What follows belongs to an exercise in optimizing a design on an open flow for small area; a production flow would make more cautious choices. No functional check of the RTL was part of any run shown here. Power and IR drop assume default switching activity.

## flow/constraint.sdc

```tcl
create_clock -name core_clock -period 7.5 [get_ports {clk}]
set_input_delay 1.5000 -clock core_clock [delete_from_list [all_inputs] [get_ports {clk}]]
set_output_delay 1.5000 -clock core_clock [all_outputs]
set_load 0.01 [all_outputs]
```

## flow/design.v

```verilog
module conv(
  input clk,
  input reset,
  input [15:0] pxl_in,
  output [15:0] pxl_out,
  output [9:0] count,
  output valid
);
  reg [15:0] xr;
  reg [15:0] q00, q01, q02, q10, q11, q12, q20, q21;
  reg [25*16-1:0] l1, l2;
  wire [15:0] l1o = l1[25*16-1:24*16];
  wire [15:0] l2o = l2[25*16-1:24*16];
  wire s1, c2;
  ha us1 (xr[0], xr[1], s1, c2);
  wire s3, c4;
  fa us3 (xr[1], xr[2], c2, s3, c4);
  wire s5, c6;
  fa us5 (xr[2], xr[3], c4, s5, c6);
  wire s7, c8;
  fa us7 (xr[3], xr[4], c6, s7, c8);
  wire s9, c10;
  fa us9 (xr[4], xr[5], c8, s9, c10);
  wire s11, c12;
  fa us11 (xr[5], xr[6], c10, s11, c12);
  wire s13, c14;
  fa us13 (xr[6], xr[7], c12, s13, c14);
  wire s15, c16;
  fa us15 (xr[7], xr[8], c14, s15, c16);
  wire s17, c18;
  fa us17 (xr[8], xr[9], c16, s17, c18);
  wire s19, c20;
  fa us19 (xr[10], xr[9], c18, s19, c20);
  wire s21, c22;
  fa us21 (xr[10], xr[11], c20, s21, c22);
  wire s23, c24;
  fa us23 (xr[11], xr[12], c22, s23, c24);
  wire s25, c26;
  fa us25 (xr[12], xr[13], c24, s25, c26);
  wire s27, c28;
  fa us27 (xr[13], xr[14], c26, s27, c28);
  wire x29 = xr[14] ^ xr[15];
  wire x30 = x29 ^ c28;
  wire s31, c32;
  ha us31 (xr[0], xr[2], s31, c32);
  wire s33, c34;
  fa us33 (xr[1], xr[3], c32, s33, c34);
  wire s35, c36;
  fa us35 (xr[2], xr[4], c34, s35, c36);
  wire s37, c38;
  fa us37 (xr[3], xr[5], c36, s37, c38);
  wire s39, c40;
  fa us39 (xr[4], xr[6], c38, s39, c40);
  wire s41, c42;
  fa us41 (xr[5], xr[7], c40, s41, c42);
  wire s43, c44;
  fa us43 (xr[6], xr[8], c42, s43, c44);
  wire s45, c46;
  fa us45 (xr[7], xr[9], c44, s45, c46);
  wire s47, c48;
  fa us47 (xr[10], xr[8], c46, s47, c48);
  wire s49, c50;
  fa us49 (xr[11], xr[9], c48, s49, c50);
  wire s51, c52;
  fa us51 (xr[10], xr[12], c50, s51, c52);
  wire s53, c54;
  fa us53 (xr[11], xr[13], c52, s53, c54);
  wire s55, c56;
  fa us55 (xr[12], xr[14], c54, s55, c56);
  wire x57 = xr[13] ^ xr[15];
  wire x58 = x57 ^ c56;
  wire s59, c60;
  ha us59 (xr[0], xr[1], s59, c60);
  wire s61, c62;
  fa us61 (xr[1], xr[2], c60, s61, c62);
  wire s63, c64;
  fa us63 (xr[3], s31, c62, s63, c64);
  wire s65, c66;
  fa us65 (xr[4], s33, c64, s65, c66);
  wire s67, c68;
  fa us67 (xr[5], s35, c66, s67, c68);
  wire s69, c70;
  fa us69 (xr[6], s37, c68, s69, c70);
  wire s71, c72;
  fa us71 (xr[7], s39, c70, s71, c72);
  wire s73, c74;
  fa us73 (xr[8], s41, c72, s73, c74);
  wire s75, c76;
  fa us75 (xr[9], s43, c74, s75, c76);
  wire s77, c78;
  fa us77 (xr[10], s45, c76, s77, c78);
  wire s79, c80;
  fa us79 (xr[11], s47, c78, s79, c80);
  wire s81, c82;
  fa us81 (xr[12], s49, c80, s81, c82);
  wire s83, c84;
  fa us83 (xr[13], s51, c82, s83, c84);
  wire s85, c86;
  fa us85 (xr[14], s53, c84, s85, c86);
  wire x87 = xr[15] ^ s55;
  wire x88 = x87 ^ c86;
  wire s89, c90;
  ha us89 (xr[0], xr[2], s89, c90);
  wire s91, c92;
  fa us91 (xr[1], xr[3], c90, s91, c92);
  wire s93, c94;
  fa us93 (xr[4], s31, c92, s93, c94);
  wire s95, c96;
  fa us95 (xr[5], s33, c94, s95, c96);
  wire s97, c98;
  fa us97 (xr[6], s35, c96, s97, c98);
  wire s99, c100;
  fa us99 (xr[7], s37, c98, s99, c100);
  wire s101, c102;
  fa us101 (xr[8], s39, c100, s101, c102);
  wire s103, c104;
  fa us103 (xr[9], s41, c102, s103, c104);
  wire s105, c106;
  fa us105 (xr[10], s43, c104, s105, c106);
  wire s107, c108;
  fa us107 (xr[11], s45, c106, s107, c108);
  wire s109, c110;
  fa us109 (xr[12], s47, c108, s109, c110);
  wire s111, c112;
  fa us111 (xr[13], s49, c110, s111, c112);
  wire s113, c114;
  fa us113 (xr[14], s51, c112, s113, c114);
  wire x115 = xr[15] ^ s53;
  wire x116 = x115 ^ c114;
  wire s117, c118;
  ha us117 (xr[0], s69, s117, c118);
  wire s119, c120;
  fa us119 (xr[1], c118, s71, s119, c120);
  wire s121, c122;
  fa us121 (xr[2], c120, s73, s121, c122);
  wire s123, c124;
  fa us123 (xr[3], c122, s75, s123, c124);
  wire s125, c126;
  fa us125 (xr[4], c124, s77, s125, c126);
  wire s127, c128;
  fa us127 (xr[5], c126, s79, s127, c128);
  wire s129, c130;
  fa us129 (xr[6], c128, s81, s129, c130);
  wire s131, c132;
  fa us131 (xr[7], c130, s83, s131, c132);
  wire s133, c134;
  fa us133 (xr[8], c132, s85, s133, c134);
  wire x135 = xr[9] ^ x88;
  wire x136 = c134 ^ x135;
  wire s137, c138;
  ha us137 (xr[0], s9, s137, c138);
  wire s139, c140;
  fa us139 (xr[1], c138, s11, s139, c140);
  wire s141, c142;
  fa us141 (xr[2], c140, s13, s141, c142);
  wire s143, c144;
  fa us143 (xr[3], c142, s15, s143, c144);
  wire s145, c146;
  fa us145 (xr[4], c144, s17, s145, c146);
  wire s147, c148;
  fa us147 (xr[5], c146, s19, s147, c148);
  wire s149, c150;
  fa us149 (xr[6], c148, s21, s149, c150);
  wire s151, c152;
  fa us151 (xr[7], c150, s23, s151, c152);
  wire s153, c154;
  fa us153 (xr[8], c152, s25, s153, c154);
  wire s155, c156;
  fa us155 (xr[9], c154, s27, s155, c156);
  wire x157 = xr[10] ^ x30;
  wire x158 = c156 ^ x157;
  wire s159, c160;
  ha us159 (xr[0], s91, s159, c160);
  wire s161, c162;
  fa us161 (xr[1], c160, s93, s161, c162);
  wire s163, c164;
  fa us163 (xr[2], c162, s95, s163, c164);
  wire s165, c166;
  fa us165 (xr[3], c164, s97, s165, c166);
  wire s167, c168;
  fa us167 (xr[4], c166, s99, s167, c168);
  wire s169, c170;
  fa us169 (xr[5], c168, s101, s169, c170);
  wire s171, c172;
  fa us171 (xr[6], c170, s103, s171, c172);
  wire s173, c174;
  fa us173 (xr[7], c172, s105, s173, c174);
  wire s175, c176;
  fa us175 (xr[8], c174, s107, s175, c176);
  wire s177, c178;
  fa us177 (xr[9], c176, s109, s177, c178);
  wire s179, c180;
  fa us179 (xr[10], c178, s111, s179, c180);
  wire s181, c182;
  fa us181 (xr[11], c180, s113, s181, c182);
  wire x183 = xr[12] ^ x116;
  wire x184 = c182 ^ x183;
  wire s185, c186;
  ha us185 (xr[0], s63, s185, c186);
  wire s187, c188;
  fa us187 (xr[1], c186, s65, s187, c188);
  wire s189, c190;
  fa us189 (s31, c188, s67, s189, c190);
  wire s191, c192;
  fa us191 (s33, c190, s69, s191, c192);
  wire s193, c194;
  fa us193 (s35, c192, s71, s193, c194);
  wire s195, c196;
  fa us195 (s37, c194, s73, s195, c196);
  wire s197, c198;
  fa us197 (s39, c196, s75, s197, c198);
  wire s199, c200;
  fa us199 (s41, c198, s77, s199, c200);
  wire s201, c202;
  fa us201 (s43, c200, s79, s201, c202);
  wire s203, c204;
  fa us203 (s45, c202, s81, s203, c204);
  wire s205, c206;
  fa us205 (s47, c204, s83, s205, c206);
  wire s207, c208;
  fa us207 (s49, c206, s85, s207, c208);
  wire x209 = s51 ^ x88;
  wire x210 = c208 ^ x209;
  wire s211, c212;
  ha us211 (xr[0], s61, s211, c212);
  wire s213, c214;
  fa us213 (s1, c212, s63, s213, c214);
  wire s215, c216;
  fa us215 (s3, c214, s65, s215, c216);
  wire s217, c218;
  fa us217 (s5, c216, s67, s217, c218);
  wire s219, c220;
  fa us219 (s7, c218, s117, s219, c220);
  wire s221, c222;
  fa us221 (s9, c220, s119, s221, c222);
  wire s223, c224;
  fa us223 (s11, c222, s121, s223, c224);
  wire s225, c226;
  fa us225 (s13, c224, s123, s225, c226);
  wire s227, c228;
  fa us227 (s15, c226, s125, s227, c228);
  wire s229, c230;
  fa us229 (s17, c228, s127, s229, c230);
  wire s231, c232;
  fa us231 (s19, c230, s129, s231, c232);
  wire s233, c234;
  fa us233 (s21, c232, s131, s233, c234);
  wire s235, c236;
  fa us235 (s23, c234, s133, s235, c236);
  wire x237 = s25 ^ x136;
  wire x238 = c236 ^ x237;
  wire s239, c240;
  ha us239 (xr[0], xr[3], s239, c240);
  wire s241, c242;
  fa us241 (xr[4], c240, s59, s241, c242);
  wire s243, c244;
  fa us243 (xr[5], c242, s61, s243, c244);
  wire s245, c246;
  fa us245 (xr[6], c244, s63, s245, c246);
  wire s247, c248;
  fa us247 (xr[7], c246, s65, s247, c248);
  wire s249, c250;
  fa us249 (xr[8], c248, s67, s249, c250);
  wire s251, c252;
  fa us251 (xr[9], c250, s69, s251, c252);
  wire s253, c254;
  fa us253 (xr[10], c252, s71, s253, c254);
  wire s255, c256;
  fa us255 (xr[11], c254, s73, s255, c256);
  wire s257, c258;
  fa us257 (xr[12], c256, s75, s257, c258);
  wire s259, c260;
  fa us259 (xr[13], c258, s77, s259, c260);
  wire s261, c262;
  fa us261 (xr[14], c260, s79, s261, c262);
  wire x263 = xr[15] ^ c262;
  wire x264 = s81 ^ x263;
  wire i265 = ~xr[0];
  wire i266 = ~s59;
  wire i267 = ~s61;
  wire i268 = ~s63;
  wire i269 = ~s65;
  wire i270 = ~s67;
  wire i271 = ~s117;
  wire i272 = ~s119;
  wire i273 = ~s121;
  wire i274 = ~s123;
  wire i275 = ~s125;
  wire i276 = ~s127;
  wire i277 = ~s129;
  wire i278 = ~s131;
  wire i279 = ~s133;
  wire i280 = ~x136;
  wire i281 = ~i265;
  wire s282, c283;
  ha us282 (i265, i266, s282, c283);
  wire s284, c285;
  ha us284 (i267, c283, s284, c285);
  wire s286, c287;
  ha us286 (i268, c285, s286, c287);
  wire s288, c289;
  ha us288 (i269, c287, s288, c289);
  wire s290, c291;
  ha us290 (i270, c289, s290, c291);
  wire s292, c293;
  ha us292 (i271, c291, s292, c293);
  wire s294, c295;
  ha us294 (i272, c293, s294, c295);
  wire s296, c297;
  ha us296 (i273, c295, s296, c297);
  wire s298, c299;
  ha us298 (i274, c297, s298, c299);
  wire s300, c301;
  ha us300 (i275, c299, s300, c301);
  wire s302, c303;
  ha us302 (i276, c301, s302, c303);
  wire s304, c305;
  ha us304 (i277, c303, s304, c305);
  wire s306, c307;
  ha us306 (i278, c305, s306, c307);
  wire s308, c309;
  ha us308 (i279, c307, s308, c309);
  wire x310 = i280 ^ c309;
  wire s311, c312;
  ha us311 (q00[0], xr[0], s311, c312);
  wire s313, c314;
  fa us313 (q00[1], c312, s59, s313, c314);
  wire s315, c316;
  fa us315 (q00[2], c314, s211, s315, c316);
  wire s317, c318;
  fa us317 (q00[3], c316, s213, s317, c318);
  wire s319, c320;
  fa us319 (q00[4], c318, s215, s319, c320);
  wire s321, c322;
  fa us321 (q00[5], c320, s217, s321, c322);
  wire s323, c324;
  fa us323 (q00[6], c322, s219, s323, c324);
  wire s325, c326;
  fa us325 (q00[7], c324, s221, s325, c326);
  wire s327, c328;
  fa us327 (q00[8], c326, s223, s327, c328);
  wire s329, c330;
  fa us329 (q00[9], c328, s225, s329, c330);
  wire s331, c332;
  fa us331 (q00[10], c330, s227, s331, c332);
  wire s333, c334;
  fa us333 (q00[11], c332, s229, s333, c334);
  wire s335, c336;
  fa us335 (q00[12], c334, s231, s335, c336);
  wire s337, c338;
  fa us337 (q00[13], c336, s233, s337, c338);
  wire s339, c340;
  fa us339 (q00[14], c338, s235, s339, c340);
  wire x341 = q00[15] ^ x238;
  wire x342 = c340 ^ x341;
  wire i343 = ~s1;
  wire i344 = ~s3;
  wire i345 = ~s5;
  wire i346 = ~s7;
  wire i347 = ~s137;
  wire i348 = ~s139;
  wire i349 = ~s141;
  wire i350 = ~s143;
  wire i351 = ~s145;
  wire i352 = ~s147;
  wire i353 = ~s149;
  wire i354 = ~s151;
  wire i355 = ~s153;
  wire i356 = ~s155;
  wire i357 = ~x158;
  wire s358 = ~(i265 ^ q01[0]);
  wire c359 = i265 | q01[0];
  wire s360, c361;
  fa us360 (i343, q01[1], c359, s360, c361);
  wire s362, c363;
  fa us362 (i344, q01[2], c361, s362, c363);
  wire s364, c365;
  fa us364 (i345, q01[3], c363, s364, c365);
  wire s366, c367;
  fa us366 (i346, q01[4], c365, s366, c367);
  wire s368, c369;
  fa us368 (i347, q01[5], c367, s368, c369);
  wire s370, c371;
  fa us370 (i348, q01[6], c369, s370, c371);
  wire s372, c373;
  fa us372 (i349, q01[7], c371, s372, c373);
  wire s374, c375;
  fa us374 (i350, q01[8], c373, s374, c375);
  wire s376, c377;
  fa us376 (i351, q01[9], c375, s376, c377);
  wire s378, c379;
  fa us378 (i352, q01[10], c377, s378, c379);
  wire s380, c381;
  fa us380 (i353, q01[11], c379, s380, c381);
  wire s382, c383;
  fa us382 (i354, q01[12], c381, s382, c383);
  wire s384, c385;
  fa us384 (i355, q01[13], c383, s384, c385);
  wire s386, c387;
  fa us386 (i356, q01[14], c385, s386, c387);
  wire x388 = i357 ^ q01[15];
  wire x389 = x388 ^ c387;
  wire s390, c391;
  ha us390 (l1o[0], xr[0], s390, c391);
  wire s392, c393;
  fa us392 (l1o[1], c391, s59, s392, c393);
  wire s394, c395;
  fa us394 (l1o[2], c393, s61, s394, c395);
  wire s396, c397;
  fa us396 (l1o[3], c395, s185, s396, c397);
  wire s398, c399;
  fa us398 (l1o[4], c397, s187, s398, c399);
  wire s400, c401;
  fa us400 (l1o[5], c399, s189, s400, c401);
  wire s402, c403;
  fa us402 (l1o[6], c401, s191, s402, c403);
  wire s404, c405;
  fa us404 (l1o[7], c403, s193, s404, c405);
  wire s406, c407;
  fa us406 (l1o[8], c405, s195, s406, c407);
  wire s408, c409;
  fa us408 (l1o[9], c407, s197, s408, c409);
  wire s410, c411;
  fa us410 (l1o[10], c409, s199, s410, c411);
  wire s412, c413;
  fa us412 (l1o[11], c411, s201, s412, c413);
  wire s414, c415;
  fa us414 (l1o[12], c413, s203, s414, c415);
  wire s416, c417;
  fa us416 (l1o[13], c415, s205, s416, c417);
  wire s418, c419;
  fa us418 (l1o[14], c417, s207, s418, c419);
  wire x420 = l1o[15] ^ x210;
  wire x421 = c419 ^ x420;
  wire s422, c423;
  ha us422 (q10[0], xr[0], s422, c423);
  wire s424, c425;
  fa us424 (q10[1], xr[1], c423, s424, c425);
  wire s426, c427;
  fa us426 (q10[2], s89, c425, s426, c427);
  wire s428, c429;
  fa us428 (q10[3], s91, c427, s428, c429);
  wire s430, c431;
  fa us430 (q10[4], s93, c429, s430, c431);
  wire s432, c433;
  fa us432 (q10[5], s95, c431, s432, c433);
  wire s434, c435;
  fa us434 (q10[6], s97, c433, s434, c435);
  wire s436, c437;
  fa us436 (q10[7], s99, c435, s436, c437);
  wire s438, c439;
  fa us438 (q10[8], s101, c437, s438, c439);
  wire s440, c441;
  fa us440 (q10[9], s103, c439, s440, c441);
  wire s442, c443;
  fa us442 (q10[10], s105, c441, s442, c443);
  wire s444, c445;
  fa us444 (q10[11], s107, c443, s444, c445);
  wire s446, c447;
  fa us446 (q10[12], s109, c445, s446, c447);
  wire s448, c449;
  fa us448 (q10[13], s111, c447, s448, c449);
  wire s450, c451;
  fa us450 (q10[14], s113, c449, s450, c451);
  wire x452 = q10[15] ^ x116;
  wire x453 = x452 ^ c451;
  wire s454, c455;
  ha us454 (q11[0], xr[0], s454, c455);
  wire s456, c457;
  fa us456 (q11[1], xr[1], c455, s456, c457);
  wire s458, c459;
  fa us458 (q11[2], s89, c457, s458, c459);
  wire s460, c461;
  fa us460 (q11[3], s159, c459, s460, c461);
  wire s462, c463;
  fa us462 (q11[4], c461, s161, s462, c463);
  wire s464, c465;
  fa us464 (q11[5], c463, s163, s464, c465);
  wire s466, c467;
  fa us466 (q11[6], c465, s165, s466, c467);
  wire s468, c469;
  fa us468 (q11[7], c467, s167, s468, c469);
  wire s470, c471;
  fa us470 (q11[8], c469, s169, s470, c471);
  wire s472, c473;
  fa us472 (q11[9], c471, s171, s472, c473);
  wire s474, c475;
  fa us474 (q11[10], c473, s173, s474, c475);
  wire s476, c477;
  fa us476 (q11[11], c475, s175, s476, c477);
  wire s478, c479;
  fa us478 (q11[12], c477, s177, s478, c479);
  wire s480, c481;
  fa us480 (q11[13], c479, s179, s480, c481);
  wire s482, c483;
  fa us482 (q11[14], c481, s181, s482, c483);
  wire x484 = q11[15] ^ x184;
  wire x485 = c483 ^ x484;
  wire i486 = ~xr[1];
  wire i487 = ~s31;
  wire i488 = ~s33;
  wire i489 = ~s35;
  wire i490 = ~s37;
  wire i491 = ~s39;
  wire i492 = ~s41;
  wire i493 = ~s43;
  wire i494 = ~s45;
  wire i495 = ~s47;
  wire i496 = ~s49;
  wire i497 = ~s51;
  wire s498 = ~(i265 ^ l2o[3]);
  wire c499 = i265 | l2o[3];
  wire s500, c501;
  fa us500 (i486, l2o[4], c499, s500, c501);
  wire s502, c503;
  fa us502 (i487, l2o[5], c501, s502, c503);
  wire s504, c505;
  fa us504 (i488, l2o[6], c503, s504, c505);
  wire s506, c507;
  fa us506 (i489, l2o[7], c505, s506, c507);
  wire s508, c509;
  fa us508 (i490, l2o[8], c507, s508, c509);
  wire s510, c511;
  fa us510 (i491, l2o[9], c509, s510, c511);
  wire s512, c513;
  fa us512 (i492, l2o[10], c511, s512, c513);
  wire s514, c515;
  fa us514 (i493, l2o[11], c513, s514, c515);
  wire s516, c517;
  fa us516 (i494, l2o[12], c515, s516, c517);
  wire s518, c519;
  fa us518 (i495, l2o[13], c517, s518, c519);
  wire s520, c521;
  fa us520 (i496, l2o[14], c519, s520, c521);
  wire x522 = i497 ^ l2o[15];
  wire x523 = x522 ^ c521;
  wire s524, c525;
  ha us524 (q20[0], xr[0], s524, c525);
  wire s526, c527;
  fa us526 (q20[1], xr[1], c525, s526, c527);
  wire s528, c529;
  fa us528 (q20[2], xr[2], c527, s528, c529);
  wire s530, c531;
  fa us530 (q20[3], s239, c529, s530, c531);
  wire s532, c533;
  fa us532 (q20[4], s241, c531, s532, c533);
  wire s534, c535;
  fa us534 (q20[5], s243, c533, s534, c535);
  wire s536, c537;
  fa us536 (q20[6], s245, c535, s536, c537);
  wire s538, c539;
  fa us538 (q20[7], s247, c537, s538, c539);
  wire s540, c541;
  fa us540 (q20[8], s249, c539, s540, c541);
  wire s542, c543;
  fa us542 (q20[9], s251, c541, s542, c543);
  wire s544, c545;
  fa us544 (q20[10], s253, c543, s544, c545);
  wire s546, c547;
  fa us546 (q20[11], s255, c545, s546, c547);
  wire s548, c549;
  fa us548 (q20[12], s257, c547, s548, c549);
  wire s550, c551;
  fa us550 (q20[13], s259, c549, s550, c551);
  wire s552, c553;
  fa us552 (q20[14], s261, c551, s552, c553);
  wire x554 = q20[15] ^ x264;
  wire x555 = x554 ^ c553;
  wire i556 = ~s69;
  wire i557 = ~s71;
  wire i558 = ~s73;
  wire i559 = ~s75;
  wire i560 = ~s77;
  wire i561 = ~s79;
  wire i562 = ~s81;
  wire i563 = ~s83;
  wire i564 = ~s85;
  wire s565 = ~(i265 ^ q21[1]);
  wire c566 = i265 | q21[1];
  wire s567, c568;
  fa us567 (i266, q21[2], c566, s567, c568);
  wire s569, c570;
  fa us569 (i267, q21[3], c568, s569, c570);
  wire s571, c572;
  fa us571 (i268, q21[4], c570, s571, c572);
  wire s573, c574;
  fa us573 (i269, q21[5], c572, s573, c574);
  wire s575, c576;
  fa us575 (i270, q21[6], c574, s575, c576);
  wire s577, c578;
  fa us577 (i556, q21[7], c576, s577, c578);
  wire s579, c580;
  fa us579 (i557, q21[8], c578, s579, c580);
  wire s581, c582;
  fa us581 (i558, q21[9], c580, s581, c582);
  wire s583, c584;
  fa us583 (i559, q21[10], c582, s583, c584);
  wire s585, c586;
  fa us585 (i560, q21[11], c584, s585, c586);
  wire s587, c588;
  fa us587 (i561, q21[12], c586, s587, c588);
  wire s589, c590;
  fa us589 (i562, q21[13], c588, s589, c590);
  wire s591, c592;
  fa us591 (i563, q21[14], c590, s591, c592);
  wire x593 = i564 ^ q21[15];
  wire x594 = x593 ^ c592;
  wire [15:0] q00_d = {x310, s308, s306, s304, s302, s300, s298, s296, s294, s292, s290, s288, s286, s284, s282, i281};
  wire [15:0] q01_d = {x342, s339, s337, s335, s333, s331, s329, s327, s325, s323, s321, s319, s317, s315, s313, s311};
  wire [15:0] q02_d = {x389, s386, s384, s382, s380, s378, s376, s374, s372, s370, s368, s366, s364, s362, s360, s358};
  wire [15:0] q10_d = {x421, s418, s416, s414, s412, s410, s408, s406, s404, s402, s400, s398, s396, s394, s392, s390};
  wire [15:0] q11_d = {x453, s450, s448, s446, s444, s442, s440, s438, s436, s434, s432, s430, s428, s426, s424, s422};
  wire [15:0] q12_d = {x485, s482, s480, s478, s476, s474, s472, s470, s468, s466, s464, s462, s460, s458, s456, s454};
  wire [15:0] q20_d = {x523, s520, s518, s516, s514, s512, s510, s508, s506, s504, s502, s500, s498, l2o[2], l2o[1], l2o[0]};
  wire [15:0] q21_d = {x555, s552, s550, s548, s546, s544, s542, s540, s538, s536, s534, s532, s530, s528, s526, s524};
  assign pxl_out = {x594, s591, s589, s587, s585, s583, s581, s579, s577, s575, s573, s571, s569, s567, s565, q21[0]};
  always @(posedge clk) begin
    xr <= pxl_in;
    q00 <= q00_d;
    q01 <= q01_d;
    q02 <= q02_d;
    l1 <= {l1[24*16-1:0], q02};
    q10 <= q10_d;
    q11 <= q11_d;
    q12 <= q12_d;
    l2 <= {l2[24*16-1:0], q12};
    q20 <= q20_d;
    q21 <= q21_d;
  end
  reg [9:0] counter;
  reg vld;
  wire [9:0] cn = counter + 10'd1;
  wire [9:0] cm = cn - 10'd2;
  always @(posedge clk) begin
    if (reset) begin
      counter <= 10'd0;
      vld <= 1'b0;
    end else begin
      counter <= cn;
      vld <= (cn > 10'd58) && (cn < 10'd786) && ((cm % 10'd28) > 10'd1);
    end
  end
  assign count = counter;
  assign valid = vld;
endmodule
module fa(input a, input b, input c, output s, output co);
  assign s = a ^ b ^ c;
  assign co = (a & b) | (c & (a ^ b));
endmodule
module ha(input a, input b, output s, output co);
  assign s = a ^ b;
  assign co = a & b;
endmodule
```

## flow/config.mk

```make
export PLATFORM = sky130hd
export DESIGN_NAME = conv
export DESIGN_NICKNAME = conv
export VERILOG_FILES = /design/flow/design.v
export SDC_FILE = /design/flow/constraint.sdc
export NUM_CORES = 4
export LEC_CHECK = 0
export ABC_AREA = 1
export CAP_MARGIN = 20
export CORE_MARGIN = 2
export CORE_UTILIZATION = 40
export SLEW_MARGIN = 20
export SYNTH_HIERARCHICAL = 1
```

## flow/run.sh

```bash
#!/bin/bash
# synth_recipe.tcl (not shown) runs the flow's synth.tcl, then flattens the netlist and writes it again
# the make line also repeats each setting of config.mk as NAME=value (left out here)
make -C /OpenROAD-flow-scripts/flow DESIGN_CONFIG=/design/flow/config.mk WORK_HOME=/design/flow/orfs CLKGATE_MAP_FILE= SYNTH_SCRIPT=/design/flow/synth_recipe.tcl finish
```

==> summary.txt, run 1 <==
outcome complete, but fails checks; Fail Reasons setup timing; CP Launch Type register; layout cells sized above 1 between 20 and 25%; beginning of the worst register-to-register path xr[0]; Worst EP required 6.00 ns; Yosys top cell by area dfxtp_1; Hold WC Path Type reg2reg; DR WL/cell 13.80 um; Die Area 0.06699 mm^2; storage element area 0.01913 mm^2; post-synthesis sequential area ratio approximately three quarters; drt drc 0; Max Buffers Root-to-Sink 3; CP max stage cell fa_2; Final min period 8.127 ns; multi-input logic area 0.006628 mm^2; Total Power 16.92 mW; critical path type reg2out; final worst setup slack -0.6271 ns; met2 GRT Util a little under a fifth; via/cell ratio 3.960; Worst-Skew Late Latency 0.63 ns; RSZ-0062 raised after global routing yes; Reg clk slew, reported paths about 0.060 ns; number of synthesized flops with an enable pin 0; area delta synth->final 19.37%; count of final setup violators 4; Synth Cell Area 0.02597 mm^2; Yosys warnings 7; CP Capture Type output port; largest net degree at the start of global routing 16; routability cong. 0.7889; via count 10650; number of synthesized register bits 955; ANT cells 0; worst-margin pin slew around 0.94 ns; Crit path arrival time 6.63 ns; vias in the first global route approximately 12000; Worst R2R Setup Slack -0.02 ns; I/O pin cnt 45; Die Width 258.8 um; most used cell, CP fa_2; hold-critical path depth 0; cells on worst reg2reg path 21; Hold Path End l1[161]; GRT Util Overall 11.78%; PortBufs 44; Syn Nets 1866; Nets 2047; syn_area_per_cell between 15 and 20 um^2; Synth Flop Type dfxtp_1; Iteration-0 DRC Markers 410; Starting Density 40.36%; skew final 0.02295 ns; top-count cell post-synth dfxtp_1; hold path startpoint l1[145]; leakage 12.94 nW; Slew Viols, Final 0; CP Cell Sequence ha_4 -> fa_2 -> fa_2 -> fa_2 -> fa_2 -> fa_2 -> fa_2 -> inv_1 -> fa_2 -> fa_2 -> fa_2 -> fa_2 -> fa_2 -> fa_2 -> fa_2 -> xnor2_2 -> xor2_1 -> buf_4 -> buf_6; CP Max Fanout 4; CTS buffer count 86; grt peak-use layer met2; Root Buffer clkbuf_16; Yosys cell types 31; Peak VDD IR 0.3389 mV; met1 Resource Use GR 15.97%; initial antenna violation count 0; top-area cell type share of the netlist area 73.61%; Die H 258.8 um; H-tree levels 3; relative slew slack 36.96%; crit share post-route 108.4%; hold buffers post-CTS 0; FP Rows 93; top post-synthesis cells by count dfxtp_1 (955), fa_1 (220), inv_1 (93), nand2_1 (82), ha_1 (41); RR Endpoint q01[15]; met3 GRT Util 2.934%; Post-DRT Antenna Nets 0; first-pass GRT wire length 61580 um; first drt pass iteration count 4; cell count after synthesis 1587; grt total ovfl 0; HPWL after detailed placement 25090 um; WL final 37100 um; fillcell total between 5000 and 6000; Core ar. approximately 0.064 mm^2; pwr dens 545.7 mW/mm^2; f_max 123.0 MHz; CP max stage delay 0.56 ns; TritonCTS clock tree built; CTS sink count 955; MaxCap Viol Count 0; Async SR Flop Fraction 0%; hold violation count in the final report 0; fin util just under 50%; Synth area leaders dfxtp_1 (74%), fa_1 (17%), ha_1 (2.0%)
[worst max-delay path by stage]
stage	startpoint	end	slack, ns	cells after the start
6_report	xr[0]	pxl_out[15]	-0.63	19
5_1_grt	xr[0]	pxl_out[15]	-0.83	19
4_1_cts	xr[0]	pxl_out[15]	-0.71	19
3_5_place_dp	xr[0]	pxl_out[15]	-0.60	19
3_3_place_gp	xr[0]	pxl_out[15]	-0.57	19
2_1_floorplan	xr[1]	pxl_out[15]	-0.04	18
[layout make-up]
| type | instances | area share (%) |
|---|---|---|
| repair buffers | 111 | 3.075 |
| well taps | 855 | 3.451 |
| clock buffers | 122 | 8.023 |
| multi-input cells | 515 | 21.38 |
| clock inverters | 32 | 1.178 |
| inverters | 99 | 1.199 |
| flip-flops and latches | 955 | 61.70 |
[Yosys stat by module, one instance, submodules excluded]
| module | copies in the design | flip-flops and latches |
|---|---|---|
| conv | 1 | 955 |
| ha | 29 | 0 |
| fa | 220 | 0 |
[power breakdown]
group / switching, mW / total, mW / internal, mW / leakage, nW
clock network: 1.82 / 4.29 / 2.47 / 1.39
logic: 2.07 / 4.12 / 2.05 / 3.50
registers: 0.752 / 8.50 / 7.75 / 8.06
total: 4.65 / 16.9 / 12.3 / 12.9
[registers in the layout, summed over array words and instances, names as in the netlist]
name,flops
l1,400
l2,400
q00,16
q01,16
q02,16
q10,16
q11,16
q12,16
q20,16
q21,16
xr,16
counter,10
vld,1
[layout by cell type, fill, tap and decap left out, types with 2 or more instances in the layout]
master           synthesis  final
clkinv_4                 0      4
clkdlybuf4s50_1          0     40
nand3b_1                 3      3
xnor2_1                 20     18
o21ai_1                  4      4
clkbuf_8                 0     20
ha_1                    41     40
fa_1                   220    122
clkinv_2                 0     11
clkinv_1                 2      2
clkinvlp_4               0      5
inv_2                    4     11
nor2_4                   6      6
nand2_1                 82     82
dfxtp_1                955    952
nand3_1                 34     34
clkinv_8                 0      2
nand2_2                 23     23
xor2_1                  17     16
nor2_2                   5      5
buf_4                   16     65
dfxtp_4                  0      2
o21bai_1                 2      2
inv_6                    0      4
nand3_2                  5      5
nand4_1                 15     15
clkbuf_1                 1     16
xnor2_2                  0      2
bufinv_16                0      4
nor2_1                  27     27
clkbuf_16                0     86
fa_2                     0     98
o21ai_0                  3      3
inv_1                   93     86
buf_6                    1      5
[through the flow]
step / setup TNS [ns] / hold slack [ns] / setup slack (ns) / instance area [um^2] / cells
2_1_floorplan: -0.03688 / 0.3096 / -0.03688 / 26090 / 1587
3_3_place_gp: -1.587 / 0.3097 / -0.5743 / 27950 / 2532
3_5_place_dp: -2.001 / 0.3121 / -0.6023 / 27950 / 2532
4_1_cts: -1.715 / 0.3116 / -0.7129 / 30890 / 2687
5_1_grt: -1.843 / 0.3227 / -0.8329 / 31000 / 2689
6_report: -1.072 / 0.3031 / -0.6271 / 31000 / 2689
[cells by family (layout without fill, tap and decap cells)]
| group | count (synthesis) | count (layout) | share of synthesized area (%) |
|---|---|---|---|
| xor+xnor | 37 | 37 | 1.248 |
| compound gates | 13 | 13 | 0.3131 |
| buf+inv | 117 | 364 | 1.951 |
| simple gates | 204 | 204 | 3.945 |
| fa+ha+maj | 261 | 261 | 18.93 |
| flops | 955 | 955 | 73.61 |
[per-layer routing]
| layer | vias up | wire length, um |
|---|---|---|
| met1 | 5209 | 17690 |
| li1 | 5225 | - |
| met4 | 0 | 949 |
| met5 | - | 0 |
| met2 | 138 | 17200 |
| met3 | 76 | 1264 |
[critical path, delay by kind of cell (launching register included)]
| kind | cells | cell delay [ns] |
|---|---|---|
| buf+inv | 3 | 0.33 |
| flops | 1 | 0.36 |
| fa+ha+maj | 14 | 5.00 |
| xor+xnor | 2 | 0.30 |
[timing repair]
action / CTS / global route
pin swaps: 5 / 13
hold endpoints to repair: 0 / 0
buffers inserted: 1 / 2
setup endpoints to repair: 9 / 8
resized for setup: 53 / 33
==> inputs of run 2 (changes only) <==
--- a/flow/config.mk
+++ b/flow/config.mk
@@ -8,6 +8,7 @@
 export ABC_AREA = 1
 export CAP_MARGIN = 20
 export CORE_MARGIN = 2
-export CORE_UTILIZATION = 40
+export CORE_UTILIZATION = 60
+export CTS_BUF_LIST = sky130_fd_sc_hd__clkbuf_4
 export SLEW_MARGIN = 20
 export SYNTH_HIERARCHICAL = 1
==> run 2 against run 1 <==
Still fails the layout checks on setup timing. Utilization rose by 23 points. Critical path depth fell by 1. Clock power fell by 9.6%. Combinational power fell by 6.3%. Power fell by 3.9%. Worst setup slack got worse by 0.40 ns. Count of clock-buffer cells in the layout rose by 203. Non-clock buffer count fell by 2. Largest power group unchanged.
==> summary.txt, run 2 <==
routability cong. 0.7967 (+0.99%); Syn Nets 1866 (unchanged); Hold WC Path Type reg2reg; post-synthesis mux area share 0% (unchanged); CTS sink count 955 (unchanged); via/cell ratio 4.323 (+9.2%); GRT Util Overall 18.16% (+6.4 points); Nets 2168 (+5.9%); largest net degree at the start of global routing 17 (+1); commonest non-fill, non-tap cell in the layout dfxtp_1; Worst R2R Setup Slack -0.01 ns (about the same); number of synthesized flops with an enable pin 0 (unchanged); Comb pwr share 23.8% (-0.6 points); Core ar. 0.04289 mm^2 (-33%); Post-DRT Antenna Nets 0 (unchanged); Crit path arrival time 7.03 ns (+0.40 ns); Starting Density 60.56% (+20 points); Psw 4.498 mW (-3.2%); post-synthesis compound-gate area fraction 0.3131% (unchanged); critical path launch point xr[1]; initial antenna violation count 3 (+3); CP Launch Type register; hold violation count in the final report 0 (unchanged); CTS buffer count 209 (+140%); Root Buffer clkbuf_4; WL final 36200 um (-2.4%); FP Rows 76 (-18%); critical path type reg2out; Final min period 8.530 ns (+0.4030 ns); worst slack at placement -0.5780 ns (+0.02429 ns); Worst-Skew Late Latency 0.99 ns (+0.36 ns); DR WL/cell 13.71 um (-0.61%); top-count cell post-synth dfxtp_1; Fail Reasons setup timing; Die H 212.1 um (-18%); Die Width 212.1 um (-18%); count of final setup violators 5 (+1); outcome complete, but fails checks; worst-margin pin slew 0.7675 ns (-0.1767 ns); internal power 11.76 mW (-4.2%); Die Area 0.04497 mm^2 (-33%); beginning of the worst register-to-register path xr[1]; leakage 13.19 nW (+1.9%); final worst setup slack -1.030 ns (-0.4030 ns); cell count after synthesis 1587 (unchanged); CP Max Fanout 2 (-2); via count 11410 (+7.2%); hold path startpoint l1[378]; CP max stage cell fa_2; CP Capture Type output port; area delta synth->final 17.78%; RSZ-0062 raised after global routing yes; Synth Flop Type dfxtp_1; most frequent cells in the layout dfxtp_1 (952), clkbuf_4 (325), fa_1 (113), fa_2 (107), inv_1 (88); Synth area leaders dfxtp_1 (74%), fa_1 (17%), ha_1 (2.0%); pwr dens 531.4 mW/mm^2 (-2.6%); CP Cell Sequence ha_4 -> fa_2 -> fa_2 -> inv_1 -> fa_1 -> fa_2 -> fa_2 -> fa_2 -> fa_2 -> fa_2 -> fa_2 -> fa_2 -> fa_2 -> fa_2 -> fa_2 -> xnor2_2 -> xor2_2 -> buf_2; Switching Fraction 27.67% (+0.21 points); biggest regs l1 x400, l2 x400; Iteration-0 DRC Markers 396 (-3.4%); layout cells sized above 1 28.50% (+8.4 points); Post-Synth Simple-Gate Area 3.945% (unchanged); crit share post-route 113.7% (+5.4 points); relative slew slack 48.76% (+12 points); Yosys cell types 31 (unchanged); first drt pass iteration count 4 (unchanged); Synth Cell Area 0.02597 mm^2 (unchanged); fin util 71.33% (+23 points); top-area cell type share of the netlist area 73.61% (unchanged); grt total ovfl 0 (unchanged); post-synthesis sequential area ratio 73.61% (unchanged); HPWL after detailed placement 22940 um (-8.6%); Yosys top cell by area dfxtp_1; top post-synthesis cells by count dfxtp_1 (955), fa_1 (220), inv_1 (93), nand2_1 (82), ha_1 (41); drt drc 0 (unchanged); most used cell, CP fa_2; PortBufs 44 (unchanged); number of synthesized register bits 955 (unchanged); post-route cell area 0.03059 mm^2 (-1.3%); skew final 0.05640 ns (+0.03345 ns); syn_area_per_cell 16.37 um^2 (unchanged); CP max stage delay 0.58 ns (+0.02 ns); Slew Viols, Final 0 (unchanged); first-pass GRT wire length 61940 um (+0.59%); MaxCap Viol Count 0 (unchanged); Worst EP required 6.00 ns (about the same); Reg clk slew, reported paths 0.08 ns (+0.02 ns); xor/xnor share of the synthesized area 1.248% (unchanged); H-tree levels 4 (+1); vias in the first global route 12560 (+7.8%); Adder-Cell Fraction of Synth Area 18.93% (unchanged); main combinational cell family by area after synthesis adder cells; Async SR Flop Fraction 0% (unchanged); Peak VDD IR 0.4864 mV (+44%); Flop pwr share 52.3% (+2.0 points); f_max 117.2 MHz (-4.7%); I/O pin cnt 45 (unchanged); Area after DPL 0.02757 mm^2 (-1.3%); Yosys warnings 7 (unchanged); Max Buffers Root-to-Sink 3 (unchanged); TritonCTS clock tree built; clock share of power 23.9% (-1.5 points)
==> run 2: cell counts after synthesis <==
Identical to the previous run, type by type.
==> run 2: cell type report <==
class | instances | area [um^2]
well taps | 585 | 732.0
repair buffers | 109 | 935.9
clock inverters | 46 | 286.5
fillers | 2924 | 12300
flip-flops and latches | 955 | 19130
clock buffers | 325 | 2440
diodes | 6 | 15.01
inverters | 99 | 371.6
multi-input cells | 515 | 6683
==> run 2: critical path: cells and delay by family (launching register included) <==
family / cells / cell delay [ns]
buf+inv: 2 / 0.24
fa+ha+maj: 14 / 5.03
flops: 1 / 0.36
xor+xnor: 2 / 0.41
==> run 2: timing repair <==
item	4_1_cts	5_1_grt
hold buffers	0	0
setup buffers	3	3
pin swaps	20	14
endpoints found under the setup margin	11	10
gates resized for setup	64	43
==> run 2: metal layers <==
metal / track usage, % / wire, um / vias to the layer above
li1: - / - / 5617
met1: 24.83 / 17720 / 5540
met2: 26.05 / 16200 / 193
met3: 5.539 / 1506 / 60
met4: 10.03 / 767 / 2
met5: 0 / 13 / -
==> run 2: power by group through the flow <==
stage               registers, mW  clock network (mW)  logic (mW)
finish                       8.51                3.88        3.86
floorplan                    8.30                   0        2.54
detailed placement           8.61                   0        3.70
global placement             8.62                   0        3.71
global route                 8.79                4.33        4.50
CTS                          8.58                4.05        3.86
==> run 2: Yosys stat by module (local to each module, per instance) <==
module	cells	flip-flops and latches	area (um^2)
fa	1	0	20.02
conv	1338	955	21210
ha	1	0	12.51
==> run 2: stage by stage <==
| step | setup TNS, ns | power (mW) | std cells | hold slack, ns |
|---|---|---|---|---|
| 6_report | -2.349 | 16.26 | 2640 | 0.3018 |
| 5_1_grt | -4.130 | 17.61 | 2640 | 0.2913 |
| 4_1_cts | -3.484 | 16.50 | 2631 | 0.2919 |
| 2_1_floorplan | -0.03688 | 10.84 | 1587 | 0.3096 |
| 3_3_place_gp | -1.375 | 12.33 | 2257 | 0.3112 |
| 3_5_place_dp | -1.670 | 12.31 | 2257 | 0.3121 |
==> run 2: final timing paths <==
| kind | endpoint | cells past startpoint |
|---|---|---|
| worst max-delay path | pxl_out[15] | 18 |
| worst min-delay path | l1[394] | 0 |
| worst max register to register | q01[15] | 21 |
| worst min register to register | l1[394] | 0 |
==> run 2: cell families after synthesis <==
| family | after synthesis |
|---|---|
| AO/OA/AOI/OAI | 13 |
| AND/OR/NAND/NOR | 204 |
| buffers and inverters | 117 |
| flip-flops | 955 |
| adder cells (fa/ha/maj) | 261 |
| XOR/XNOR | 37 |

==> separate check: timing with driven ports <==
Ports are ideal in the flow. The routed layouts listed here were re-timed in OpenROAD. Step 1 assumes that a clkbuf_16 drives the clock port and a buf_2 every other input. Step 2 moves the port delays by t, midway between the first and last clock arrival at a register: inputs arrive t later, outputs are due t later. That takes back most of the time a late clock gives input paths. Three values: no drivers, after step 1, after step 2; two values: the first two.
| run | shift t [ns] | slack for setup (ns) | hold slack, ns | cell pins on the clock port's net |
|---|---|---|---|---|
| run 1 | 0.670 | -0.627 / -0.684 / -0.019 | 0.303 / 0.303 / 0.303 | 1 |
| run 2 | 1.015 | -1.030 / -1.082 / -0.067 | 0.302 / 0.302 / 0.302 | 1 |
